Source: an optimization exercise on an open RTL-to-GDS flow (aim: a short achievable clock period and few clock cycles). Production flows keep margins and buffers that such runs may drop.
At most, simulation tests tie the RTL to the original design; equivalence was not proved.
For runs 3, 5 and 6, only the layout was checked, not whether the RTL still works.
Power figures rest on the tool's default switching activity, not on a simulated workload.

==> flow/design.v <==
module PMIPSL0(
	imemaddr,	 
	dmemaddr,	 
	dmemwdata,	 
	dmemwrite,	 
	dmemread,	 
	clock,
	imemrdata,	 
	dmemrdata,	 
	reset		 
	);
output [15:0] imemaddr;
output [15:0] dmemaddr;
output [15:0] dmemwdata;
output dmemwrite;
output dmemread;
input [16:0] imemrdata;
input [15:0] dmemrdata;
input clock;
input reset;
integer i;
function [15:0] ksadd;
	input [15:0] a;
	input [15:0] b;
	input cin;
	reg [15:0] g, p, gg, pp, g2, p2;
	integer k, d;
	begin
		g = a & b;
		p = a ^ b;
		gg = g;
		pp = p;
		gg[0] = g[0] | (p[0] & cin);
		for (d = 1; d < 16; d = d * 2) begin
			g2 = gg;
			p2 = pp;
			for (k = d; k < 16; k = k + 1) begin
				g2[k] = gg[k] | (pp[k] & gg[k-d]);
				p2[k] = pp[k] & pp[k-d];
			end
			gg = g2;
			pp = p2;
		end
		ksadd = p ^ {gg[14:0], cin};
	end
endfunction
reg [15:1] pc;
reg        id_valid;
reg [16:0] id_ins;
reg [15:1] id_pc2;
reg        ex_rw;		 
reg        ex_load;
reg        ex_store;
reg [2:0]  ex_dest;
reg        ex_cbeq;		 
reg [15:1] ex_tgt;
reg [15:0] ex_a, ex_b, ex_sd;
reg        ex_fa, ex_fb, ex_fsd;	 
reg        ex_sel_sum, ex_sel_diff, ex_sel_slt, ex_sel_and;
reg        m_rw;
reg        m_load;
reg        m_store;
reg [2:0]  m_dest;
reg [15:0] m_res;
reg [15:0] m_sd;
reg [15:0] rf [1:7];
wire [15:0] m_wdata = m_load ? dmemrdata : m_res;
always @(posedge clock)
	if (reset) begin
		for (i = 1; i < 8; i = i + 1) rf[i] <= 16'd0;
	end else if (m_rw)
		rf[m_dest] <= m_wdata;
wire [3:0] op = id_ins[16:13];
wire [2:0] rs = id_ins[12:10];
wire [2:0] rt = id_ins[9:7];
wire [2:0] rd = id_ins[6:4];
wire [15:0] simm = {{9{id_ins[6]}}, id_ins[6:0]};
wire d_rtype = (op == 4'd0) | (op == 4'd1) | (op == 4'd2);
wire d_lw    = (op == 4'd3);
wire d_sw    = (op == 4'd4);
wire d_beq   = (op == 4'd5);
wire d_addi  = (op == 4'd6);
wire d_andi  = (op == 4'd7);
wire d_cbeq  = d_beq & (rs != rt);
wire d_use_rs = d_rtype | d_lw | d_sw | d_cbeq | d_addi | d_andi;
wire d_use_rt = d_rtype | d_sw | d_cbeq;
wire [2:0] d_dest = d_rtype ? rd : rt;
wire d_rw = (d_rtype | d_lw | d_addi | d_andi) & (d_dest != 3'd0);
wire d_imm = d_lw | d_sw | d_addi | d_andi;
wire [15:1] d_btgt = id_pc2 + simm[14:0];
wire stall = id_valid & ex_load & ex_rw &
	((d_use_rs & (rs == ex_dest)) | (d_use_rt & (rt == ex_dest)));
wire [15:0] rf_a = (rs == 3'd0) ? 16'd0 : rf[rs];
wire [15:0] rf_b = (rt == 3'd0) ? 16'd0 : rf[rt];
wire [15:0] v_a = (m_rw & (m_dest == rs)) ? m_wdata : rf_a;
wire [15:0] v_b = (m_rw & (m_dest == rt)) ? m_wdata : rf_b;
wire f_a = ex_rw & (ex_dest == rs);
wire f_b = ex_rw & (ex_dest == rt);
wire [15:0] A  = ex_fa  ? m_res : ex_a;
wire [15:0] B  = ex_fb  ? m_res : ex_b;
wire [15:0] SD = ex_fsd ? m_res : ex_sd;
wire [15:0] sum  = ksadd(A, B, 1'b0);
wire [15:0] diff = ksadd(A, ~B, 1'b1);
wire [15:0] alu = ({16{ex_sel_sum}}  & sum)
                | ({16{ex_sel_diff}} & diff)
                | ({16{ex_sel_slt}}  & {15'd0, diff[15]})
                | ({16{ex_sel_and}}  & (A & B));
wire eq = (A == B);
wire ex_redirect = ex_cbeq & eq;
wire [15:1] pc2 = pc + 15'd1;
wire [3:0] f_op = imemrdata[16:13];
wire f_j = f_op[3] & ~f_op[2] & ~(f_op[1] & f_op[0]);	 
wire f_ubeq = (f_op == 4'd5) & (imemrdata[12:10] == imemrdata[9:7]);
wire [15:1] f_jtgt = {1'b0, pc2[15:14], imemrdata[11:0]};
wire [7:0] f_lo = {1'b0, pc2[7:1]} + {1'b0, imemrdata[6:0]};
wire [15:8] hi0 = pc2[15:8];
wire [15:8] hip = pc2[15:8] + 8'd1;
wire [15:8] him = pc2[15:8] - 8'd1;
wire [15:8] f_hi = imemrdata[6] ? (f_lo[7] ? hi0 : him) : (f_lo[7] ? hip : hi0);
wire [15:1] f_btgt = {f_hi, f_lo[6:0]};
always @(posedge clock)
	if (reset) pc <= 15'd0;
	else if (ex_redirect) pc <= ex_tgt;
	else if (stall) pc <= pc;
	else if (f_j) pc <= f_jtgt;
	else if (f_ubeq) pc <= f_btgt;
	else pc <= pc2;
assign imemaddr = {pc, 1'b0};
always @(posedge clock)
	if (reset | ex_redirect) id_valid <= 1'b0;
	else if (!stall) id_valid <= 1'b1;
always @(posedge clock)
	if (!stall) begin
		id_ins <= imemrdata;
		id_pc2 <= pc2;
	end
wire id_go = id_valid & ~stall & ~ex_redirect;
always @(posedge clock)
	if (reset | ~id_go) begin
		ex_rw <= 1'b0;
		ex_load <= 1'b0;
		ex_store <= 1'b0;
		ex_cbeq <= 1'b0;
	end else begin
		ex_rw <= d_rw;
		ex_load <= d_lw;
		ex_store <= d_sw;
		ex_cbeq <= d_cbeq;
	end
always @(posedge clock) begin
	ex_dest <= d_dest;
	ex_tgt <= d_btgt;
	ex_a <= v_a;
	ex_b <= d_imm ? simm : v_b;
	ex_sd <= v_b;
	ex_fa <= f_a;
	ex_fb <= f_b & ~d_imm;
	ex_fsd <= f_b;
	ex_sel_sum  <= (op == 4'd0) | d_lw | d_sw | d_addi;
	ex_sel_diff <= (op == 4'd1);
	ex_sel_slt  <= (op == 4'd2);
	ex_sel_and  <= d_andi;
end
always @(posedge clock)
	if (reset) begin
		m_rw <= 1'b0;
		m_load <= 1'b0;
		m_store <= 1'b0;
	end else begin
		m_rw <= ex_rw;
		m_load <= ex_load;
		m_store <= ex_store;
	end
always @(posedge clock) begin
	m_dest <= ex_dest;
	m_res <= alu;
	m_sd <= SD;
end
assign dmemaddr = m_res;
assign dmemwdata = m_sd;
assign dmemwrite = m_store;
assign dmemread = m_load;
endmodule
==> flow/flow/run.sh <==
#!/bin/bash
# Standard ORFS layout, with timing repair aimed below the real clock period
# (the SDC is unchanged; only repair_timing's setup margin is larger).
set -euo pipefail
MARGIN=${MARGIN:-5.6}
bash standard.sh SETUP_SLACK_MARGIN=$MARGIN TNS_END_PERCENT=100 finish > standard_flow.log 2>&1
==> flow/standard.sh <==
#!/bin/bash
# synth_recipe.tcl (not shown) runs the flow's synth.tcl, then flattens the netlist and writes it again
# the make line also repeats each setting of config.mk as NAME=value (left out here)
make -C /OpenROAD-flow-scripts/flow DESIGN_CONFIG=/design/flow/config.mk WORK_HOME=/design/flow/orfs CLKGATE_MAP_FILE= SYNTH_SCRIPT=/design/flow/synth_recipe.tcl "${@:-finish}"
==> flow/config.mk <==
export PLATFORM = sky130hd
export DESIGN_NAME = PMIPSL0
export DESIGN_NICKNAME = PMIPSL0
export VERILOG_FILES = /design/flow/design.v
export SDC_FILE = /design/flow/constraint.sdc
export NUM_CORES = 4
export LEC_CHECK = 0
export ABC_CLOCK_PERIOD_IN_PS = 2000
export CAP_MARGIN = 20
export CORE_MARGIN = 2
export CORE_UTILIZATION = 40
export PLACE_DENSITY = 0.6
export SLEW_MARGIN = 20
export TNS_END_PERCENT = 100
==> flow/constraint.sdc <==
create_clock -name core_clock -period 8.0 [get_ports {clock}]
set_input_delay 1.6000 -clock core_clock [delete_from_list [all_inputs] [get_ports {clock}]]
set_output_delay 1.6000 -clock core_clock [all_outputs]
set_load 0.01 [all_outputs]
==> results.json, run 1 <==
{
  "fin_skew_ns": 0.0215,
  "setup_slack_ns": 4.88,
  "ys_top_cells_by_area": "edfxtp_1 (31%), dfxtp_1 (18%), mux4_2 (9.2%)",
  "yosys_register_bits": 297,
  "min_period_over_period_pct": 38.9,
  "drtAntennaViolNets": 0,
  "ctsHtreeMaxLevel": 2,
  "multi_input_area_um2": 9080,
  "numClockSinks": 297,
  "ys_types": 80,
  "cts-root-buf": "clkbuf_16",
  "grt_pass1_wl_mm": 73.0,
  "comb_power_share_pct": 26.9,
  "yosysTopAreaCell": "edfxtp_1",
  "cp-end-kind": "register",
  "fin_tns_setup_ns": 0,
  "drv_cap": 0,
  "grtUsageMet3_pct": 3.89,
  "cts_tree": "done",
  "boundaryPins": 85,
  "hold_path.class": "register to register",
  "startpoint_type": "primary input",
  "routed_via_density": 5.69,
  "hold_start": "ex_dest[0]",
  "r2r_end": "pc[12]",
  "regArea_um2": 7690,
  "coreArea_um2": 38600,
  "post-route-drc-count": 0,
  "fill_cells": 3183,
  "r2r_slack_ns": 4.92,
  "max_freq_mhz": 321,
  "gp_congestion": 0.835,
  "dpl.hpwl_mm": 29.8,
  "ir_drop_uv": 125,
  "switching_share_pct": 29.4,
  "clockBufferDepth": 3,
  "ys_seq_area_share_pct": 48.4,
  "p_seq_share_pct": 39.3,
  "busiest_layer": "met2",
  "r2r_cells": 12,
  "grt_pass1_vias": 12200,
  "track_usage_pct": 23.4,
  "cts_buffers": 35,
  "power_density_nw_per_um2": 213,
  "hold_depth": 0,
  "synth_edf_count": 160,
  "p_clk_share_pct": 33.8,
  "grt_use_met1_pct": 31.1,
  "die-area_um2": 40600,
  "use_met2_pct": 38.8,
  "grt_max_degree": 42,
  "clk_latency_ns": 0.53,
  "synthToLayoutAreaGrowth_pct": 41.0,
  "die_h_um": 201,
  "setup_viol": 0,
  "min_period_ns": 3.12,
  "syn_area_per_cell_um2": 11.5,
  "tightest_slew_ns": 1.01,
  "worstPathArrival_ns": 3.53,
  "cp_max_fo": 3,
  "crit_type": "primary input to register",
  "initial_core_util_pct": 40.4,
  "rsz0062_at_grt": "true",
  "port_buffers": 83,
  "diodes": 0,
  "synth_ff_type": "edfxtp_1",
  "wl_per_cell_um": 23.1,
  "drt_iter0_markers": 997,
  "wl_mm": 49.8,
  "netlist_instances": 1354,
  "drt_first_pass_iters": 5,
  "power.switching_mw": 1.38,
  "status": "no timing/DRC/antenna violations",
  "worst_ep_required_time_ns": 8.42,
  "via_count": 12300,
  "dp_slack_ns": 3.46,
  "p_leak_nw": 8.61,
  "p_int_mw": 3.30,
  "clk_pin_slew_ns": 0.06,
  "final_nets": 1708,
  "r2r-start": "pc[2]",
  "hold_viol_final": 0,
  "slew_viol_final": 0,
  "ys_warn_count": 1,
  "synth_area_um2": 15600,
  "async_flop_share_pct": 0,
  "cts_hold_buffers": 0,
  "holdPathEnd": "m_dest[0]",
  "synthDominantCellAreaShare_pct": 30.8,
  "relSlewSlack_pct": 32.9,
  "dieWidth_um": 201,
  "grt_overflow": 0,
  "rows": 72,
  "drive_above_1_share_pct": 45.1,
  "grt_antenna_before_repair": 0,
  "syn-num-nets": 1448
}
cells in the final DEF, fill, tap and decap left out, types with 10 or more instances in the layout:
cell type        instances
buf_2                   18
a211oi_2                12
xnor2_1                 27
nand2_1                 44
dfxtp_1                 92
a21oi_2                 12
mux2_4                  11
mux2_2                  49
nand4_1                 11
clkdlybuf4s50_1         16
edfxtp_1               160
mux2i_1                 43
o21ai_1                 13
mux4_2                  64
a21o_1                  15
o22ai_1                 32
o21ai_0                 11
nand3_1                 17
clkbuf_1                10
nor3_1                  15
ha_4                    23
dfxtp_4                 33
a21oi_1                 27
buf_6                   66
ha_1                    27
nor2b_1                 11
dfxtp_2                 12
mux2i_4                 23
nor2_1                 148
clkbuf_16               40
nor2_2                  15
buf_12                  40
inv_1                   57
xor2_1                  17
nor3_2                  13
buf_4                  153
cell usage after synthesis (7+ instances only):
master,number
nor2_1,167
edfxtp_1,160
dfxtp_1,137
mux2i_1,72
inv_1,66
mux4_2,64
clkbuf_1,63
mux2_2,60
ha_1,55
nand2_1,52
a21oi_1,39
o22ai_1,36
xnor2_1,33
nor3_1,29
o21ai_0,29
nand3_1,23
a211oi_1,20
xor2_1,20
a21o_1,15
nand2b_1,15
nor2b_1,13
nand4_1,11
o21bai_1,10
and2_1,9
a221oi_1,8
buf_1,8
o31ai_1,8
or3_1,8
and3_1,7
o211ai_1,7
timing repair:
item | in CTS | in global routing
setup endpoints to repair | 381 | 228
buffers inserted | 130 | 70
cloned | 2 | 4
pin swaps | 75 | 84
resized for setup | 482 | 160
kinds of logic (layout without fill, tap and decap cells):
group	count (synthesis)	in the layout	share of synthesized area (%)
buffers and inverters	147	434	3.65
flip-flops	297	297	48.4
AO/OA/AOI/OAI	229	229	10.2
multiplexers	196	196	18.2
AND/OR/NAND/NOR	371	371	11.5
adder cells (fa/ha/maj)	59	59	4.93
XOR/XNOR	54	54	3.08
other	1	1	0.0240
how the worst max path moves through the flow:
stage / from / to / slack [ns]
floorplan: imemrdata[0] / pc[7] / 4.66
global placement: imemrdata[6] / pc[12] / 3.53
detailed placement: imemrdata[6] / pc[12] / 3.46
CTS: imemrdata[1] / pc[12] / 4.91
global route: imemrdata[1] / pc[9] / 4.76
finish: imemrdata[5] / pc[12] / 4.88
per-layer routing:
layer / vias to the layer above / part of all wire [%]
li1: 5570 / -
met1: 6131 / 42
met2: 493 / 48
met3: 93 / 6.8
met4: 0 / 3.7
met5: - / 0
state kept, by name, indices dropped and copies added, names as in the netlist, 3 cells and up, named ones only:
name and flops:
ex_a 16, ex_b 16, ex_dest 3, ex_sd 16, ex_tgt 15, id_ins 17, id_pc2 15, m_dest 3
m_res 16, m_sd 16, pc 15, rf 128
per-stage QoR:
| stage | hold slack, ns | area [um^2] | utilization [%] | instances | total power [mW] |
|---|---|---|---|---|---|
| final | 0.393 | 22000 | 57.0 | 2159 | 4.68 |
| after detailed placement | 0.387 | 17600 | 45.7 | 1889 | 2.76 |
| after global placement | 0.383 | 17600 | 45.7 | 1889 | 2.74 |
| after floorplan | 0.373 | 16500 | - | 1354 | 2.45 |
| after CTS | 0.395 | 20700 | 53.6 | 2085 | 4.55 |
| after global routing | 0.407 | 22000 | 57.0 | 2159 | 4.85 |
power groups by stage:
stage	clock (mW)	combinational (mW)	sequential, mW
6_report	1.58	1.26	1.84
5_1_grt	1.66	1.34	1.85
4_1_cts	1.60	1.12	1.84
3_5_place_dp	0	0.866	1.89
3_3_place_gp	0	0.856	1.89
2_1_floorplan	0	0.608	1.84
critical path, cell delays in order:
cell             delay, ns
clkdlybuf4s15_2       0.22
ha_4                  0.27
o21ai_4               0.16
nand2b_4              0.08
a2111oi_4             0.39
a31oi_1               0.12
or3_1                 0.41
a211oi_2              0.18
o21ai_1               0.08
area by class of cell:
class | instances | share of cell area (%)
inverter | 66 | 1.18
timing repair buffer | 304 | 14.4
clock inverter | 11 | 0.472
clock buffer | 53 | 4.71
multi-input combinational | 910 | 41.3
sequential | 297 | 35.0
tap | 518 | 2.95
Testbench counts, summed over its fixed seeds: cycles 110,208.
==> run 2: changes to the inputs <==
==> flow/run.sh (new file) <==
#!/bin/bash
# synth_recipe.tcl (not shown) runs the flow's synth.tcl, then flattens the netlist and writes it again
# the make line also repeats each setting of config.mk as NAME=value (left out here)
make -C /OpenROAD-flow-scripts/flow DESIGN_CONFIG=/design/flow/config.mk WORK_HOME=/design/flow/orfs CLKGATE_MAP_FILE= SYNTH_SCRIPT=/design/flow/synth_recipe.tcl finish
--- a/flow/config.mk
+++ b/flow/config.mk
@@ -12,2 +12,3 @@
 export PLACE_DENSITY = 0.6
+export SETUP_SLACK_MARGIN = 5
 export SLEW_MARGIN = 20
removed: flow/flow/run.sh
removed: flow/standard.sh
==> results.json, run 2 <==
{
  "slew_viol_final": 0,
  "synth_ff_type": "edfxtp_1",
  "diodes": 0,
  "initial_core_util_pct": 40.4,
  "holdPathEnd": "m_dest[2]",
  "hold_start": "ex_dest[2]",
  "power_density_nw_per_um2": 224,
  "ys_types": 80,
  "drtAntennaViolNets": 0,
  "critical-path-top-delay-family": "buffers and inverters",
  "r2r_slack_ns": 5.05,
  "hold_viol_final": 0,
  "r2r_end": "m_res[13]",
  "synth_top_family_by_area": "multiplexers",
  "worst_ep_required_time_ns": 6.40,
  "die_h_um": 201,
  "drt_first_pass_iters": 5,
  "ctsHtreeMaxLevel": 2,
  "ys_top_cells_by_area": "edfxtp_1 (31%), dfxtp_1 (18%), mux4_2 (9.2%)",
  "track_usage_pct": 21.9,
  "ys_seq_area_share_pct": 48.4,
  "hold_path.class": "register to register",
  "worstPathArrival_ns": 1.55,
  "async_flop_share_pct": 0,
  "min_period_over_period_pct": 39.3,
  "grt_antenna_before_repair": 1,
  "synth_mux_area_share_pct": 18.2,
  "cp-end-kind": "output pin",
  "rows": 72,
  "min_period_ns": 3.15,
  "largest_register_ffs": 128,
  "yosys-top-cells-count": "nor2_1 (167), edfxtp_1 (160), dfxtp_1 (137)",
  "crit_buf_inv": 1,
  "grt_pass1_wl_mm": 68.6,
  "r2r_cells": 9,
  "regMostFlops": "rf",
  "cts_tree": "done",
  "dp_slack_ns": 3.49,
  "drv_cap": 0,
  "fill_cells": 3413,
  "boundaryPins": 85,
  "numClockSinks": 297,
  "coreArea_um2": 38600,
  "layout_commonest_cell": "nor2_1",
  "synth_adder_area_share_pct": 4.93,
  "hold_depth": 0,
  "p_leak_nw": 7.67,
  "synth.most_common_cell": "nor2_1",
  "path_cells": "clkdlybuf4s50_1",
  "syn-num-nets": 1448,
  "grt_pass1_vias": 11600,
  "wl_per_cell_um": 22.5,
  "largestRegisters": "rf x128, id_ins x17",
  "placed_cell_area_um2": 17100,
  "wl_mm": 45.2,
  "crit_path_max_incr_delay_ns": 0.59,
  "clk_pin_slew_ns": 0.06,
  "crit_type": "register to output pin",
  "r2r-start": "ex_fa",
  "relSlewSlack_pct": 25.8,
  "post-route-drc-count": 0,
  "grt_overflow": 0,
  "synth_edf_count": 160,
  "design_area_um2": 19600,
  "drt_iter0_markers": 1028,
  "synth_area_um2": 15600,
  "synth-simple-area-share_pct": 11.5,
  "slowest_stage": "clkdlybuf4s50_1",
  "max_freq_mhz": 318,
  "rsz0062_at_grt": "true",
  "drive_above_1_share_pct": 29.2,
  "tightest_slew_ns": 1.11,
  "syn_area_per_cell_um2": 11.5,
  "yosys_register_bits": 297,
  "yosys.area_share.xor_xnor_pct": 3.08,
  "final_cell_mix": "nor2_1 (165), edfxtp_1 (160), dfxtp_1 (105)",
  "gp_congestion": 0.850,
  "port_buffers": 83,
  "ir_drop_uv": 142,
  "synth-compound-area-share_pct": 10.2,
  "synthDominantCellAreaShare_pct": 30.8,
  "setup_slack_ns": 4.85,
  "via_count": 11500,
  "dieWidth_um": 201,
  "dpl.hpwl_mm": 29.6,
  "ys_warn_count": 1,
  "startpoint_type": "register",
  "cts-root-buf": "clkbuf_16",
  "status": "no timing/DRC/antenna violations",
  "clk_latency_ns": 0.52,
  "synthToLayoutAreaGrowth_pct": 25.4,
  "yosysTopAreaCell": "edfxtp_1",
  "clockBufferDepth": 3,
  "fin_tns_setup_ns": 0,
  "netlist_instances": 1354,
  "cp_max_fo": 5,
  "grt_max_degree": 44,
  "final_nets": 1562,
  "fin_skew_ns": 0.0174,
  "cts_buffers": 35,
  "setup_viol": 0,
  "die-area_um2": 40600,
  "routed_via_density": 5.73
}
-- run 2: cell types whose count changed in the layout (fill, tap and decap cells not counted), moves of 13 or more --
cell and delta:
buf_12 -25, buf_2 -14, nor2_2 -13, dfxtp_2 +13
buf_6 -59, dfxtp_1 +13, mux2i_4 -19, dfxtp_4 -26
buf_4 -100, nor2_1 +17, dlygate4sd2_1 +36
-- run 2: cell families after synthesis --
logic type      Yosys count
simple gates            371
flops                   297
fa+ha+maj                59
buf+inv                 147
mux                     196
other cells               1
compound gates          229
xor+xnor                 54
-- run 2: routing by layer --
layer / vias to the layer above / share of wire, % / GRT usage, %
met1: 5762 / 43 / 29.4
met4: 0 / 2.5 / 6.99
met3: 79 / 6.2 / 4.13
met2: 414 / 48 / 36.0
met5: - / 0 / 0
li1: 5269 / - / -
-- run 2: where the power goes --
group	internal (mW)	switching [mW]
clock	0.980	0.636
combinational	0.416	0.505
sequential	1.74	0.116
total	3.13	1.26
-- run 2: metrics by stage --
stage / power, mW / instances / utilization [%] / hold WS [ns]
floorplan: 2.37 / 1354 / - / 0.373
global placement: 2.67 / 1888 / 44.2 / 0.382
detailed placement: 2.68 / 1888 / 44.2 / 0.388
CTS: 4.35 / 1991 / 49.4 / 0.396
global route: 4.56 / 2012 / 50.7 / 0.403
finish: 4.39 / 2012 / 50.7 / 0.394
-- run 2: timing repair --
item / 4_1_cts / 5_1_grt
pin swaps: 33 / 47
buffers inserted: 39 / 21
gates resized for setup: 195 / 99
gates cloned: 1 / 0
hold buffers: 0 / 0
endpoints found under the setup margin: 313 / 137
-- run 2: how the worst max path moves through the flow --
stage                 startpoint          end  slack, ns  cells past startpoint
detailed placement  imemrdata[6]       pc[12]       3.49                      9
global placement    imemrdata[6]       pc[12]       3.54                      9
finish                     pc[7]  imemaddr[7]       4.85                      1
global route        imemrdata[1]       pc[12]       4.77                     11
CTS                 imemrdata[0]        pc[7]       4.84                     11
floorplan           imemrdata[0]        pc[7]       4.66                     10
-- run 2: layout make-up --
cell class | instances | area (um^2) | share of cell area (%)
multi-input combinational | 911 | 8360 | 42.8
sequential | 297 | 7600 | 38.9
timing repair buffer | 157 | 1530 | 7.81
clock buffer | 56 | 1100 | 5.63
tap | 518 | 648 | 3.31
inverter | 66 | 248 | 1.27
clock inverter | 7 | 70.1 | 0.358
==> run 3: changes to the inputs <==
--- a/flow/design.v
+++ b/flow/design.v
@@ -20,2 +20,4 @@
 input reset;
+parameter NB = 4;	 
+localparam NBW = (NB > 1) ? $clog2(NB) : 1;
 integer i;
@@ -49,3 +51,6 @@
 reg [16:0] id_ins;
+reg [15:1] id_pc;
 reg [15:1] id_pc2;
+reg        id_pred;		 
+reg [15:1] id_ptgt;		 
 reg        ex_rw;		 
@@ -55,5 +60,6 @@
 reg        ex_cbeq;		 
+reg        ex_chk;		 
 reg [15:1] ex_tgt;
+reg [15:1] ex_ptgt;
 reg [15:0] ex_a, ex_b, ex_sd;
-reg        ex_fa, ex_fb, ex_fsd;	 
 reg        ex_sel_sum, ex_sel_diff, ex_sel_slt, ex_sel_and;
@@ -83,3 +89,5 @@
 wire d_andi  = (op == 4'd7);
-wire d_cbeq  = d_beq & (rs != rt);
+wire d_same  = (rs == rt);
+wire d_ubeq  = d_beq & d_same;
+wire d_cbeq  = d_beq & ~d_same;
 wire d_use_rs = d_rtype | d_lw | d_sw | d_cbeq | d_addi | d_andi;
@@ -92,2 +100,4 @@
 	((d_use_rs & (rs == ex_dest)) | (d_use_rt & (rt == ex_dest)));
+wire id_redirect = id_valid & ~stall & (d_ubeq ^ id_pred);
+wire [15:1] id_rtgt = d_ubeq ? d_btgt : id_pc2;
 wire [15:0] rf_a = (rs == 3'd0) ? 16'd0 : rf[rs];
@@ -98,5 +108,4 @@
 wire f_b = ex_rw & (ex_dest == rt);
-wire [15:0] A  = ex_fa  ? m_res : ex_a;
-wire [15:0] B  = ex_fb  ? m_res : ex_b;
-wire [15:0] SD = ex_fsd ? m_res : ex_sd;
+wire [15:0] A = ex_a;
+wire [15:0] B = ex_b;
 wire [15:0] sum  = ksadd(A, B, 1'b0);
@@ -108,3 +117,32 @@
 wire eq = (A == B);
-wire ex_redirect = ex_cbeq & eq;
+wire ex_redirect = (ex_cbeq & eq) | (ex_chk & (ex_ptgt != ex_tgt));
+reg [15:1] btb_tag [0:NB-1];
+reg [15:1] btb_tgt [0:NB-1];
+reg [NB-1:0] btb_v;
+reg [NBW-1:0] btb_ptr;
+reg        btb_hit;
+reg [15:1] btb_target;
+always @(*) begin
+	btb_hit = 1'b0;
+	btb_target = 15'd0;
+	for (i = 0; i < NB; i = i + 1)
+		if (btb_v[i] && btb_tag[i] == pc) begin
+			btb_hit = 1'b1;
+			btb_target = btb_target | btb_tgt[i];
+		end
+end
+wire btb_we = id_valid & d_ubeq & ~id_pred;
+always @(posedge clock)
+	if (reset) begin
+		btb_v <= 0;
+		btb_ptr <= 0;
+	end else if (btb_we) begin
+		btb_v[btb_ptr] <= 1'b1;
+		btb_ptr <= btb_ptr + 1'b1;
+	end
+always @(posedge clock)
+	if (btb_we) begin
+		btb_tag[btb_ptr] <= id_pc;
+		btb_tgt[btb_ptr] <= d_btgt;
+	end
 wire [15:1] pc2 = pc + 15'd1;
@@ -112,10 +150,4 @@
 wire f_j = f_op[3] & ~f_op[2] & ~(f_op[1] & f_op[0]);	 
-wire f_ubeq = (f_op == 4'd5) & (imemrdata[12:10] == imemrdata[9:7]);
 wire [15:1] f_jtgt = {1'b0, pc2[15:14], imemrdata[11:0]};
-wire [7:0] f_lo = {1'b0, pc2[7:1]} + {1'b0, imemrdata[6:0]};
-wire [15:8] hi0 = pc2[15:8];
-wire [15:8] hip = pc2[15:8] + 8'd1;
-wire [15:8] him = pc2[15:8] - 8'd1;
-wire [15:8] f_hi = imemrdata[6] ? (f_lo[7] ? hi0 : him) : (f_lo[7] ? hip : hi0);
-wire [15:1] f_btgt = {f_hi, f_lo[6:0]};
+wire f_pred = btb_hit & ~f_j;
 always @(posedge clock)
@@ -123,5 +155,6 @@
 	else if (ex_redirect) pc <= ex_tgt;
+	else if (id_redirect) pc <= id_rtgt;
 	else if (stall) pc <= pc;
 	else if (f_j) pc <= f_jtgt;
-	else if (f_ubeq) pc <= f_btgt;
+	else if (btb_hit) pc <= btb_target;
 	else pc <= pc2;
@@ -130,3 +163,3 @@
 	if (reset | ex_redirect) id_valid <= 1'b0;
-	else if (!stall) id_valid <= 1'b1;
+	else if (!stall) id_valid <= ~id_redirect;
 always @(posedge clock)
@@ -134,3 +167,6 @@
 		id_ins <= imemrdata;
+		id_pc <= pc;
 		id_pc2 <= pc2;
+		id_pred <= f_pred;
+		id_ptgt <= btb_target;
 	end
@@ -143,2 +179,3 @@
 		ex_cbeq <= 1'b0;
+		ex_chk <= 1'b0;
 	end else begin
@@ -148,2 +185,3 @@
 		ex_cbeq <= d_cbeq;
+		ex_chk <= id_pred & d_ubeq;
 	end
@@ -152,8 +190,6 @@
 	ex_tgt <= d_btgt;
-	ex_a <= v_a;
-	ex_b <= d_imm ? simm : v_b;
-	ex_sd <= v_b;
-	ex_fa <= f_a;
-	ex_fb <= f_b & ~d_imm;
-	ex_fsd <= f_b;
+	ex_ptgt <= id_ptgt;
+	ex_a <= f_a ? alu : v_a;
+	ex_b <= d_imm ? simm : (f_b ? alu : v_b);
+	ex_sd <= f_b ? alu : v_b;
 	ex_sel_sum  <= (op == 4'd0) | d_lw | d_sw | d_addi;
@@ -176,3 +212,3 @@
 	m_res <= alu;
-	m_sd <= SD;
+	m_sd <= ex_sd;
 end
==> flow/flow/run.sh (new file) <==
#!/bin/bash
# Standard ORFS layout, with timing repair aimed below the real clock period
# (the SDC is unchanged; only repair_timing's setup margin is larger).
set -euo pipefail
MARGIN=${MARGIN:-5.6}
bash standard.sh SETUP_SLACK_MARGIN=$MARGIN TNS_END_PERCENT=100 finish > standard_flow.log 2>&1
==> flow/standard.sh (new file) <==
#!/bin/bash
# synth_recipe.tcl (not shown) runs the flow's synth.tcl, then flattens the netlist and writes it again
# the make line also repeats each setting of config.mk as NAME=value (left out here)
make -C /OpenROAD-flow-scripts/flow DESIGN_CONFIG=/design/flow/config.mk WORK_HOME=/design/flow/orfs CLKGATE_MAP_FILE= SYNTH_SCRIPT=/design/flow/synth_recipe.tcl "${@:-finish}"
--- a/flow/config.mk
+++ b/flow/config.mk
@@ -12,3 +12,2 @@
 export PLACE_DENSITY = 0.6
-export SETUP_SLACK_MARGIN = 5
 export SLEW_MARGIN = 20
removed: flow/run.sh
==> results.json, run 3 <==
{
  "status": "no timing/DRC/antenna violations",
  "layout_commonest_cell": "edfxtp_1",
  "boundaryPins": 85,
  "fin_tns_setup_ns": 0,
  "placed_cell_area_um2": 23400,
  "tightest_slew_ns": 1.17,
  "cp-end-kind": "register",
  "slew_viol_final": 0,
  "clk_pin_slew_ns": 0.06,
  "wl_mm": 71.7,
  "clk_latency_ns": 0.60,
  "synthDominantCellAreaShare_pct": 43.2,
  "rows": 85,
  "yosys-top-cells-count": "edfxtp_1 (311), nor2_1 (195), dfxtp_1 (156)",
  "grt_antenna_before_repair": 1,
  "hold_viol_final": 0,
  "cp_max_fo": 9,
  "fin_skew_ns": 0.0251,
  "ir_drop_uv": 169,
  "cts-root-buf": "clkbuf_16",
  "grt_pass1_vias": 15900,
  "placed_cells": 2403,
  "worstPathArrival_ns": 3.31,
  "crit_type": "register to register",
  "drtAntennaViolNets": 0,
  "final_nets": 2157,
  "ys_top_cells_by_area": "edfxtp_1 (43%), dfxtp_1 (14%), mux4_2 (6.7%)",
  "drive_above_1_share_pct": 42.7,
  "syn-num-nets": 1805,
  "cts_buffers": 49,
  "ys_seq_area_share_pct": 57.7,
  "design_area_um2": 30000,
  "drt_first_pass_iters": 6,
  "synthToLayoutAreaGrowth_pct": 38.8,
  "yosys_register_bits": 467,
  "report.power.total_mw": 6.66,
  "grt_max_degree": 72,
  "port_buffers": 83,
  "synth_ff_type": "edfxtp_1",
  "rsz0062_at_grt": "true",
  "largestRegisters": "rf x128, btb_tag x60, btb_tgt x60",
  "ctsHtreeMaxLevel": 2,
  "min_period_ns": 2.78,
  "ys_warn_count": 1,
  "cts_tree": "done",
  "gp_congestion": 0.875,
  "drt_iter0_markers": 1740,
  "numClockSinks": 467,
  "die_h_um": 236,
  "wl_per_cell_um": 25.6,
  "startpoint_type": "register",
  "p_leak_nw": 11.3,
  "dieWidth_um": 236,
  "min_period_over_period_pct": 34.7,
  "grt_overflow": 0,
  "relSlewSlack_pct": 22.0,
  "syn_area_per_cell_um2": 12.6,
  "via_count": 16300,
  "post-route-drc-count": 0,
  "ys_types": 90,
  "layout.cells.non_filler": 2804,
  "async_flop_share_pct": 0,
  "die-area_um2": 55900,
  "largest_register_ffs": 128,
  "netlist_instances": 1714,
  "worst_ep_required_time_ns": 8.53,
  "regMostFlops": "rf",
  "cts_hold_buffers": 0,
  "setup_viol": 0,
  "track_usage_pct": 24.3,
  "drv_cap": 0,
  "synth_area_um2": 21600,
  "final_cell_mix": "edfxtp_1 (311), buf_4 (203), nor2_1 (190)",
  "clockBufferDepth": 3,
  "synth_edf_count": 311,
  "hold_path.class": "register to register",
  "routed_via_density": 5.83,
  "dpl.hpwl_mm": 41.6,
  "grt_pass1_wl_mm": 102,
  "synth.most_common_cell": "edfxtp_1",
  "yosysTopAreaCell": "edfxtp_1",
  "initial_core_util_pct": 40.3,
  "power_density_nw_per_um2": 222,
  "coreArea_um2": 53600,
  "max_freq_mhz": 360
}
[run 3: report_power, final]
part	switching, mW	internal [mW]
sequential	0.121	2.73
combinational	0.759	0.711
clock	0.958	1.38
total	1.84	4.82
[run 3: final cells by class]
type	instances	area, um^2
sequential	467	12600
antenna	1	2.50
timing repair inverter	6	88.8
inverter	82	354
fill	4306	23600
clock buffer	73	1480
tap	696	871
multi-input combinational	1075	10400
timing repair buffer	385	3950
clock inverter	19	178
[run 3: final timing paths]
path,from,end,slack (ns),cells past startpoint
max,id_ins[15],pc[15],5.22,9
min,ex_sd[11],m_sd[11],0.33,0
max reg2reg,id_ins[15],pc[15],5.22,9
min reg2reg,ex_sd[11],m_sd[11],0.33,0
[run 3: through the flow]
step | hold slack (ns) | util [%] | setup slack, ns
3_5_place_dp | 0.312 | 43.7 | 4.33
3_3_place_gp | 0.313 | 43.7 | 4.36
6_report | 0.326 | 55.9 | 5.22
2_1_floorplan | 0.310 | - | 5.17
5_1_grt | 0.330 | 55.9 | 5.11
4_1_cts | 0.326 | 52.9 | 5.16
[run 3: logic make-up after synthesis]
group	after synthesis	share of synthesized area, %
flip-flops	467	57.7
AND/OR/NAND/NOR	433	9.47
AO/OA/AOI/OAI	308	10.3
buffers and inverters	188	3.90
multiplexers	141	10.4
XOR/XNOR	120	4.87
adder cells (fa/ha/maj)	56	3.35
other	1	0.0174
[run 3: worst max-delay path, stage by stage, from the launching register on]
cell and delay [ns]:
edfxtp_1 0.52, nand2b_1 0.19, or3_4 0.47, inv_12 0.08, ha_4 0.13, nand2_4 0.05, a41o_4 0.24, or4_4 0.51
or4_4 0.43, nand3_1 0.09
[run 3: metal layers]
metal | global-route usage (%) | part of all wire [%] | up-vias
met5 | 0 | 0 | -
met2 | 41.1 | 49 | 857
met4 | 9.67 | 4.4 | 0
met1 | 31.3 | 39 | 8204
li1 | - | - | 7106
met3 | 3.65 | 7.5 | 173
[run 3: timing repair]
action,in CTS,in global routing
gates cloned,19,9
buffers inserted,195,85
pin swaps,80,105
resized for setup,554,178
setup endpoints to repair,608,389
==> run 4: changes to the inputs <==
--- a/flow/design.v
+++ b/flow/design.v
@@ -21,3 +21,3 @@
 parameter NB = 4;	 
-localparam NBW = (NB > 1) ? $clog2(NB) : 1;
+localparam NBW = 2;	 
 integer i;
==> results.json, run 4 <==
{
  "grt_pass1_vias": 15900,
  "power_density_nw_per_um2": 222,
  "r2r_end": "pc[15]",
  "boundaryPins": 85,
  "fill_cells": 4306,
  "cts_hold_buffers": 0,
  "yosys-top-cells-count": "edfxtp_1 (311), nor2_1 (195), dfxtp_1 (156)",
  "async_flop_share_pct": 0,
  "clk_latency_ns": 0.60,
  "largestRegisters": "rf x128, btb_tag x60, btb_tgt x60",
  "min_period_over_period_pct": 34.7,
  "r2r_slack_ns": 5.22,
  "grt_pass1_wl_mm": 102,
  "worst_ep_required_time_ns": 8.53,
  "clockBufferDepth": 3,
  "clk_pin_slew_ns": 0.06,
  "cp_max_fo": 9,
  "crit_start": "id_ins[15]",
  "hold_viol_final": 0,
  "die_h_um": 236,
  "largest_register_ffs": 128,
  "regMostFlops": "rf",
  "startpoint_type": "register",
  "ys_top_cells_by_area": "edfxtp_1 (43%), dfxtp_1 (14%), mux4_2 (6.7%)",
  "regArea_um2": 12600,
  "yosysTopAreaCell": "edfxtp_1",
  "synth_ff_type": "edfxtp_1",
  "hold_path.class": "register to register",
  "syn_area_per_cell_um2": 12.6,
  "max_freq_mhz": 360,
  "wl_mm": 71.7,
  "synthToLayoutAreaGrowth_pct": 38.8,
  "die-area_um2": 55900,
  "report.power.total_mw": 6.66,
  "netlist_instances": 1714,
  "slew_viol_final": 0,
  "yosys_register_bits": 467,
  "final_cell_mix": "edfxtp_1 (311), buf_4 (203), nor2_1 (190)",
  "ctsHtreeMaxLevel": 2,
  "drt_iter0_markers": 1740,
  "multi_input_area_um2": 10400,
  "crit_type": "register to register",
  "tightest_slew_ns": 1.17,
  "syn-num-nets": 1805,
  "grt_antenna_before_repair": 1,
  "min_period_ns": 2.78,
  "cp-end-kind": "register",
  "r2r_cells": 9,
  "port_buffers": 83,
  "ys_types": 90,
  "ir_drop_uv": 169,
  "grt_overflow": 0,
  "rsz0062_at_grt": "true",
  "wl_per_cell_um": 25.6,
  "drtAntennaViolNets": 0,
  "rows": 85,
  "gp_congestion": 0.875,
  "layout_commonest_cell": "edfxtp_1",
  "relSlewSlack_pct": 22.0,
  "ys_warn_count": 1,
  "drt_first_pass_iters": 6,
  "ys_seq_area_share_pct": 57.7,
  "synth.most_common_cell": "edfxtp_1",
  "status": "no timing/DRC/antenna violations",
  "synth_area_um2": 21600,
  "drv_cap": 0,
  "track_usage_pct": 24.3,
  "r2r-start": "id_ins[15]",
  "dpl.hpwl_mm": 41.6,
  "routed_via_density": 5.83,
  "p_leak_nw": 11.3,
  "post-route-drc-count": 0,
  "fin_tns_setup_ns": 0,
  "cts_tree": "done",
  "via_count": 16300,
  "cts-root-buf": "clkbuf_16",
  "fin_skew_ns": 0.0251,
  "final_nets": 2157,
  "setup_viol": 0,
  "coreArea_um2": 53600,
  "numClockSinks": 467,
  "critPathCapture": "pc[15]",
  "initial_core_util_pct": 40.3,
  "hold_start": "ex_sd[11]",
  "synthDominantCellAreaShare_pct": 43.2,
  "dieWidth_um": 236,
  "cts_buffers": 49,
  "drive_above_1_share_pct": 42.7,
  "synth_edf_count": 311,
  "worstPathArrival_ns": 3.31,
  "grt_max_degree": 72
}
[run 4: cell counts after synthesis]
No cell type changed its count.
[run 4: worst min path at each step]
stage,cells after the start,slack [ns],end
global route,0,0.33,m_sd[11]
finish,0,0.33,m_sd[11]
floorplan,0,0.31,m_sd[0]
global placement,0,0.31,m_sd[7]
detailed placement,0,0.31,m_sd[11]
CTS,0,0.33,m_sd[11]
[run 4: logic make-up (layout without fill, tap and decap cells)]
group	Yosys count	count (layout)	synth area share [%]
other	1	2	0.0174
DFF	467	467	57.7
buffers and inverters	188	565	3.90
xor gates and xnor gates	120	120	4.87
AOI/OAI and AO/OA	308	308	10.3
muxes	141	141	10.4
and+or+nand+nor	433	449	9.47
adders and majority gates	56	56	3.35
[run 4: metrics by stage]
step | utilization, % | setup slack [ns] | cell area [um^2] | hold WS [ns] | cells
final | 55.9 | 5.22 | 30000 | 0.326 | 2804
after global routing | 55.9 | 5.11 | 30000 | 0.330 | 2803
after global placement | 43.7 | 4.36 | 23400 | 0.313 | 2403
after detailed placement | 43.7 | 4.33 | 23400 | 0.312 | 2403
after CTS | 52.9 | 5.16 | 28400 | 0.326 | 2709
after floorplan | - | 5.17 | 22300 | 0.310 | 1714
[run 4: what timing repair did]
item / CTS / global route
resized for setup: 554 / 178
pin swaps: 80 / 105
cloned: 19 / 9
setup buffers: 195 / 85
setup endpoints to repair: 608 / 389
endpoints found under the hold margin: 0 / 0
[run 4: cell type report]
cell class              instances  area share (%)
flip-flops and latches        467            42.1
multi-input cells            1075            34.8
repair buffers                385            13.2
clock buffers                  73            4.94
well taps                     696            2.91
inverters                      82            1.18
clock inverters                19           0.593
repair inverters                6           0.296
diodes                          1         0.00835
[run 4: power by group]
part	internal (mW)	leakage (nW)	switching [mW]	total [mW]
Combinational	0.711	6.08	0.759	1.47
Sequential	2.73	4.44	0.121	2.85
Clock	1.38	0.822	0.958	2.34
Total	4.82	11.3	1.84	6.66
[run 4: worst max-delay path, cell delays in order (launching register included)]
cell      delay (ns)
edfxtp_1        0.52
nand2b_1        0.19
or3_4           0.47
inv_12          0.08
ha_4            0.13
nand2_4         0.05
a41o_4          0.24
or4_4           0.51
or4_4           0.43
nand3_1         0.09
[run 4: layer usage]
layer / global-route usage, % / routed length, um / part of all wire [%] / up-vias
met3: 3.65 / 5380 / 7.5 / 173
met4: 9.67 / 3120 / 4.4 / 0
met1: 31.3 / 28300 / 39 / 8204
li1: - / - / - / 7106
met5: 0 / 0 / 0 / -
met2: 41.1 / 34900 / 49 / 857
Testbench counts of run 4, summed over its fixed seeds: cycles 111,632.
==> run 5: changes to the inputs <==
--- a/flow/design.v
+++ b/flow/design.v
@@ -21,3 +21,3 @@
 parameter NB = 4;	 
-localparam NBW = 2;	 
+localparam NBW = (NB > 1) ? $clog2(NB) : 1;
 integer i;
==> flow/run.sh (new file) <==
#!/bin/bash
# synth_recipe.tcl (not shown) runs the flow's synth.tcl, then flattens the netlist and writes it again
# the make line also repeats each setting of config.mk as NAME=value (left out here)
make -C /OpenROAD-flow-scripts/flow DESIGN_CONFIG=/design/flow/config.mk WORK_HOME=/design/flow/orfs CLKGATE_MAP_FILE= SYNTH_SCRIPT=/design/flow/synth_recipe.tcl finish
--- a/flow/config.mk
+++ b/flow/config.mk
@@ -12,2 +12,3 @@
 export PLACE_DENSITY = 0.6
+export SETUP_SLACK_MARGIN = 5
 export SLEW_MARGIN = 20
removed: flow/flow/run.sh
removed: flow/standard.sh
==> results.json, run 5 <==
{
  "synth_ff_type": "edfxtp_1",
  "ctsHtreeMaxLevel": 2,
  "ys_top_cells_by_area": "edfxtp_1 (43%), dfxtp_1 (14%), mux4_2 (6.7%)",
  "clockBufferDepth": 3,
  "port_buffers": 83,
  "layout_commonest_cell": "edfxtp_1",
  "r2r_cells": 11,
  "rows": 85,
  "path_cells": "clkdlybuf4s50_1, buf_8, nor3b_4, buf_4, nand3_4, nand2b_4, buf_12",
  "cp_max_fo": 41,
  "placed_cell_area_um2": 23000,
  "power.switching_mw": 1.69,
  "routed_via_density": 5.70,
  "min_period_over_period_pct": 37.3,
  "hold_ws_ns": 0.298,
  "setup_viol": 0,
  "boundaryPins": 85,
  "grt_max_degree": 45,
  "syn-num-nets": 1805,
  "wl_per_cell_um": 23.9,
  "cp-end-kind": "register",
  "hold_path.class": "register to register",
  "slew_viol_final": 0,
  "design_area_um2": 25700,
  "die-area_um2": 55900,
  "r2r_slack_ns": 5.05,
  "yosys_register_bits": 467,
  "regMostFlops": "rf",
  "ir_drop_uv": 207,
  "initial_core_util_pct": 40.3,
  "fin_skew_ns": 0.0370,
  "drt_iter0_markers": 1170,
  "drtAntennaViolNets": 0,
  "coreArea_um2": 53600,
  "largestRegisters": "rf x128, btb_tag x60, btb_tgt x60",
  "die_h_um": 236,
  "rsz0062_at_grt": "true",
  "grt_pass1_vias": 14700,
  "comb_power_share_pct": 15.4,
  "synth.most_common_cell": "edfxtp_1",
  "grt_pass1_wl_mm": 91.3,
  "p_clk_share_pct": 39.3,
  "critPathCapture": "rf[3][0]",
  "drv_cap": 0,
  "post-route-drc-count": 0,
  "synth_area_um2": 21600,
  "synthToLayoutAreaGrowth_pct": 19.2,
  "hold_viol_final": 0,
  "tightest_slew_ns": 1.01,
  "p_leak_nw": 9.64,
  "ys_seq_area_share_pct": 57.7,
  "crit_type": "primary input to register",
  "numClockSinks": 467,
  "relSlewSlack_pct": 32.6,
  "grt_antenna_before_repair": 3,
  "switching_share_pct": 27.1,
  "async_flop_share_pct": 0,
  "via_count": 14600,
  "p_int_mw": 4.55,
  "wl_mm": 61.3,
  "cts-root-buf": "clkbuf_16",
  "cts_tree": "done",
  "clk_pin_slew_ns": 0.06,
  "grt_overflow": 0,
  "netlist_instances": 1714,
  "final_nets": 1920,
  "cts_buffers": 50,
  "ys_warn_count": 1,
  "p_seq_share_pct": 45.3,
  "largest_register_ffs": 128,
  "track_usage_pct": 21.7,
  "min_period_ns": 2.99,
  "fin_tns_setup_ns": 0,
  "synth_edf_count": 311,
  "ys_types": 90,
  "drive_above_1_share_pct": 20.1,
  "slowest_stage": "clkdlybuf4s50_1",
  "worst_ep_required_time_ns": 8.31,
  "r2r_end": "ex_b[0]",
  "final_cell_mix": "edfxtp_1 (311), nor2_1 (195), dfxtp_1 (138)",
  "crit_start": "reset",
  "dpl.hpwl_mm": 40.0,
  "power_density_nw_per_um2": 243,
  "r2r-start": "ex_b[12]",
  "gp_congestion": 0.872,
  "startpoint_type": "primary input",
  "synthDominantCellAreaShare_pct": 43.2,
  "worstPathArrival_ns": 3.29,
  "clk_latency_ns": 0.62,
  "status": "no timing/DRC/antenna violations",
  "crit_path_max_incr_delay_ns": 0.46,
  "yosys-top-cells-count": "edfxtp_1 (311), nor2_1 (195), dfxtp_1 (156)",
  "dieWidth_um": 236,
  "cts_hold_buffers": 0,
  "syn_area_per_cell_um2": 12.6,
  "drt_first_pass_iters": 6,
  "yosysTopAreaCell": "edfxtp_1",
  "max_freq_mhz": 335
}
==> run 5: cell counts after synthesis <==
Identical to the previous run, type by type.
==> run 5: metal layers <==
layer	GRT usage (%)	vias up	share of wire, %
met1	27.5	7343	41
li1	-	6610	-
met2	37.0	524	49
met4	8.65	6	4.2
met5	0	-	0.067
met3	3.56	152	5.8
==> run 5: power by group through the flow <==
stage | Combinational [mW] | Sequential, mW | Clock [mW]
after floorplan | 0.571 | 2.84 | 0
after global placement | 0.865 | 2.89 | 0
after detailed placement | 0.875 | 2.89 | 0
after CTS | 0.915 | 2.83 | 2.49
after global routing | 1.03 | 2.84 | 2.59
final | 0.963 | 2.83 | 2.45
==> run 5: worst min path at each step <==
stage	slack, ns	to	startpoint	depth (start not counted)
CTS	0.31	m_sd[0]	ex_sd[0]	0
detailed placement	0.31	m_sd[8]	ex_sd[8]	0
finish	0.30	m_sd[0]	ex_sd[0]	0
global placement	0.31	m_sd[10]	ex_sd[10]	0
global route	0.33	m_sd[0]	ex_sd[0]	0
floorplan	0.31	m_sd[0]	ex_sd[0]	0
==> run 5: area by class of cell <==
| type | instances | area [um^2] |
|---|---|---|
| Fill cell | 4799 | 27900 |
| Sequential cell | 467 | 12500 |
| Multi-Input combinational cell | 1063 | 8740 |
| Timing Repair Buffer | 164 | 1480 |
| Clock buffer | 69 | 1460 |
| Tap cell | 696 | 871 |
| Inverter | 82 | 337 |
| Clock inverter | 25 | 310 |
| Timing Repair inverter | 1 | 7.51 |
| Antenna cell | 2 | 5.00 |
==> run 5: per-stage QoR <==
step / std cells / total power [mW] / setup WS, ns / utilization [%]
6_report: 2569 / 6.24 / 5.01 / 48.0
5_1_grt: 2567 / 6.46 / 4.94 / 48.0
4_1_cts: 2547 / 6.24 / 4.88 / 47.3
3_5_place_dp: 2417 / 3.77 / 3.75 / 43.0
3_3_place_gp: 2417 / 3.75 / 3.80 / 42.9
2_1_floorplan: 1714 / 3.41 / 5.02 / -
==> run 5: critical path: cells and delay by family <==
kind | cells | cell delay [ns]
buf+inv | 4 | 1.00
simple gates | 3 | 0.63
==> run 5: cell families (layout without fill, tap and decap cells) <==
family,Yosys count,after routing,share of synthesized area (%)
adders and majority gates,56,56,3.35
xor gates and xnor gates,120,120,4.87
muxes,141,141,10.4
buffers and inverters,188,341,3.90
other,1,3,0.0174
AOI/OAI and AO/OA,308,308,10.3
and+or+nand+nor,433,437,9.47
DFF,467,467,57.7
==> run 5: timing repair <==
item,in CTS,in global routing
resized for setup,140,47
pin swaps,6,10
cloned,3,2
buffers inserted,33,18
setup endpoints to repair,457,235
==> run 6: changes to the inputs <==
==> flow/flow/run.sh (new file) <==
#!/bin/bash
# Standard ORFS layout (the standard.sh), with timing repair aimed below
# the real clock period (the SDC is unchanged; only repair_timing's setup
# margin is larger), port buffers of a plain buffer cell, and resizing not
# limited to cells of the same footprint.
set -euo pipefail
bash standard.sh SETUP_SLACK_MARGIN=5.6 TNS_END_PERCENT=100 \
  "BUFFER_PORTS_ARGS=-buffer_cell sky130_fd_sc_hd__buf_4" MATCH_CELL_FOOTPRINT=0 \
  finish > standard_flow.log 2>&1
==> flow/standard.sh (new file) <==
#!/bin/bash
# synth_recipe.tcl (not shown) runs the flow's synth.tcl, then flattens the netlist and writes it again
# the make line also repeats each setting of config.mk as NAME=value (left out here)
make -C /OpenROAD-flow-scripts/flow DESIGN_CONFIG=/design/flow/config.mk WORK_HOME=/design/flow/orfs CLKGATE_MAP_FILE= SYNTH_SCRIPT=/design/flow/synth_recipe.tcl "${@:-finish}"
--- a/flow/config.mk
+++ b/flow/config.mk
@@ -12,3 +12,2 @@
 export PLACE_DENSITY = 0.6
-export SETUP_SLACK_MARGIN = 5
 export SLEW_MARGIN = 20
removed: flow/run.sh
==> results.json, run 6 <==
{
  "drt_first_pass_iters": 6,
  "initial_core_util_pct": 40.3,
  "clk_pin_slew_ns": 0.07,
  "ys_types": 90,
  "hold_path.class": "register to register",
  "crit_type": "register to register",
  "diodes": 0,
  "min_period_over_period_pct": 35.5,
  "wl_per_cell_um": 24.8,
  "grt_pass1_vias": 15600,
  "r2r_slack_ns": 5.16,
  "grt_max_degree": 50,
  "die_h_um": 236,
  "dpl.hpwl_mm": 40.5,
  "syn-num-nets": 1805,
  "largestRegisters": "rf x128, btb_tag x60, btb_tgt x60",
  "p_leak_nw": 11.0,
  "yosysTopAreaCell": "edfxtp_1",
  "ctsHtreeMaxLevel": 2,
  "hold_ws_ns": 0.326,
  "syn_area_per_cell_um2": 12.6,
  "yosys-top-cells-count": "edfxtp_1 (311), nor2_1 (195), dfxtp_1 (156)",
  "coreArea_um2": 53600,
  "numClockSinks": 467,
  "grtUsageMet3_pct": 3.59,
  "clk_latency_ns": 0.61,
  "final_nets": 2128,
  "power.switching_mw": 1.87,
  "setup_slack_ns": 5.16,
  "synthToLayoutAreaGrowth_pct": 35.8,
  "critPathCapture": "pc[15]",
  "synthDominantCellAreaShare_pct": 43.2,
  "slew_viol_final": 0,
  "worstPathArrival_ns": 3.39,
  "drt_iter0_markers": 1490,
  "rows": 85,
  "gp_congestion": 0.896,
  "clockBufferDepth": 3,
  "fin_tns_setup_ns": 0,
  "die-area_um2": 55900,
  "cts-root-buf": "clkbuf_16",
  "hold_viol_final": 0,
  "p_seq_share_pct": 43.3,
  "grt_antenna_before_repair": 1,
  "post-route-drc-count": 0,
  "switching_share_pct": 28.3,
  "via_count": 16000,
  "r2r-start": "id_ins[9]",
  "layout_commonest_cell": "edfxtp_1",
  "setup_viol": 0,
  "synth_area_um2": 21600,
  "fin_skew_ns": 0.0211,
  "worst_ep_required_time_ns": 8.55,
  "largest_register_ffs": 128,
  "async_flop_share_pct": 0,
  "busiest_layer": "met2",
  "min_period_ns": 2.84,
  "synth_edf_count": 311,
  "port_buffers": 83,
  "regMostFlops": "rf",
  "boundaryPins": 85,
  "synth.most_common_cell": "edfxtp_1",
  "dp_slack_ns": 4.48,
  "grt_use_met1_pct": 30.1,
  "ys_seq_area_share_pct": 57.7,
  "cp-end-kind": "register",
  "wl_mm": 68.7,
  "crit_start": "id_ins[9]",
  "grt_pass1_wl_mm": 98.3,
  "status": "no timing/DRC/antenna violations",
  "startpoint_type": "register",
  "tightest_slew_ns": 1.11,
  "comb_power_share_pct": 21.7,
  "dieWidth_um": 236,
  "routed_via_density": 5.78,
  "cts_hold_buffers": 0,
  "ir_drop_uv": 190,
  "r2r_end": "pc[15]",
  "cts_tree": "done",
  "netlist_instances": 1714,
  "cp_max_fo": 5,
  "yosys_register_bits": 467,
  "use_met2_pct": 39.5,
  "drv_cap": 0,
  "report.power.total_mw": 6.59,
  "track_usage_pct": 23.4,
  "power_density_nw_per_um2": 225,
  "ys_top_cells_by_area": "edfxtp_1 (43%), dfxtp_1 (14%), mux4_2 (6.7%)",
  "r2r_cells": 10,
  "max_freq_mhz": 352,
  "final_cell_mix": "edfxtp_1 (311), buf_4 (228), nor2_1 (187)",
  "cts_buffers": 50,
  "ys_warn_count": 1,
  "rsz0062_at_grt": "true",
  "drive_above_1_share_pct": 43.7,
  "p_clk_share_pct": 35.1,
  "drtAntennaViolNets": 0,
  "fill_cells": 4345,
  "relSlewSlack_pct": 26.0,
  "grt_overflow": 0,
  "synth_ff_type": "edfxtp_1",
  "p_int_mw": 4.73
}
==> run 6: cell counts after synthesis <==
Identical to the previous run, type by type.
==> run 6: worst min path at each step <==
stage / from / to / slack [ns] / cells past startpoint
6_report: ex_sd[8] / m_sd[8] / 0.33 / 0
5_1_grt: ex_sd[7] / m_sd[7] / 0.33 / 0
3_3_place_gp: ex_sd[8] / m_sd[8] / 0.31 / 0
4_1_cts: ex_sd[7] / m_sd[7] / 0.33 / 0
3_5_place_dp: ex_sd[7] / m_sd[7] / 0.31 / 0
2_1_floorplan: ex_sd[0] / m_sd[0] / 0.31 / 0
==> run 6: layout make-up <==
cell class                 instances  area (um^2)  share of cell area (%)
clock buffer                      62         1360                    4.63
clock inverter                    30          274                   0.934
inverter                          82          332                    1.13
multi-input combinational       1069        10300                    35.2
sequential                       467        12600                    43.0
tap                              696          871                    2.97
timing repair buffer             366         3550                    12.1
timing repair inverter             1         7.51                  0.0256
==> run 6: timing repair <==
action                                  in CTS  in global routing
resized for setup                          347                174
pin swaps                                  105                 87
endpoints found under the setup margin     540                370
gates cloned                                10                  7
setup buffers                              168                 88
==> run 6: worst max-delay path, cell delays in order (launching register included) <==
cell      delay (ns)
edfxtp_1        0.43
xnor2_1         0.22
nand3_2         0.13
or3_4           0.40
clkinv_8        0.07
ha_4            0.12
nand2_2         0.06
a41o_2          0.30
or4_4           0.53
or4_4           0.44
nand3_2         0.08
==> run 6: kinds of logic after synthesis <==
kind of cell,count (synthesis),synth area share (%)
multiplexers,141,10.4
other,1,0.0174
XOR/XNOR,120,4.87
flip-flops,467,57.7
AND/OR/NAND/NOR,433,9.47
buffers and inverters,188,3.90
AO/OA/AOI/OAI,308,10.3
adder cells (fa/ha/maj),56,3.35
==> run 6: metrics by stage <==
stage          utilization (%)  cells  cell area [um^2]
6_report                  54.7   2773             29300
5_1_grt                   54.7   2773             29300
4_1_cts                   51.6   2678             27700
3_5_place_dp              43.3   2408             23200
3_3_place_gp              43.3   2408             23200
2_1_floorplan                -   1714             22200
==> run 6: metal layers <==
metal,wire [um],vias to the layer above
met5,13,-
met4,3130,2
met3,4900,156
met2,33200,752
met1,27400,8081
li1,-,7034
==> run 6: power by group through the flow <==
stage	Combinational, mW	Sequential (mW)	Clock [mW]
final	1.43	2.85	2.31
after global routing	1.51	2.86	2.43
after CTS	1.22	2.85	2.34
after detailed placement	0.900	2.91	0
after global placement	0.889	2.90	0
after floorplan	0.616	2.85	0

port drivers added, routing unchanged:
How much do the figures lean on ideal ports? The routed layouts below were timed once more, with nothing changed but the port constraints.
Step 1 (the two cells are an assumption about what drives the block):
set clk [get_ports {clock}]
set_driving_cell -lib_cell sky130_fd_sc_hd__clkbuf_16 $clk
set_driving_cell -lib_cell sky130_fd_sc_hd__buf_2 [delete_from_list [all_inputs] $clk]
Step 2 times the ports against the registers' clock, not the clock port: input delays grow and output delays shrink by t, the midpoint of the rising clock arrivals with the driver on.
a / b / c = no drivers / after step 1 / after step 2; a / b = the first two.
run	t (ns)	slack for setup (ns)	worst slew at a driven data input, ns
run 1	0.578	4.884 / 4.902 / 4.324	0.06
run 2	0.565	4.853 / 4.798 / 4.364	0.05
run 3	0.643	5.221 / 5.196 / 4.769	0.07
run 4	0.643	5.221 / 5.196 / 4.769	0.07
run 5	0.661	5.013 / 4.994 / 4.388	0.11
run 6	0.652	5.160 / 5.153 / 4.801	0.18
After both steps setup and hold are still met in every run listed. For run 5, which loses most, drivers alone change the setup slack by -0.019 ns; drivers and shift together by -0.625 ns.
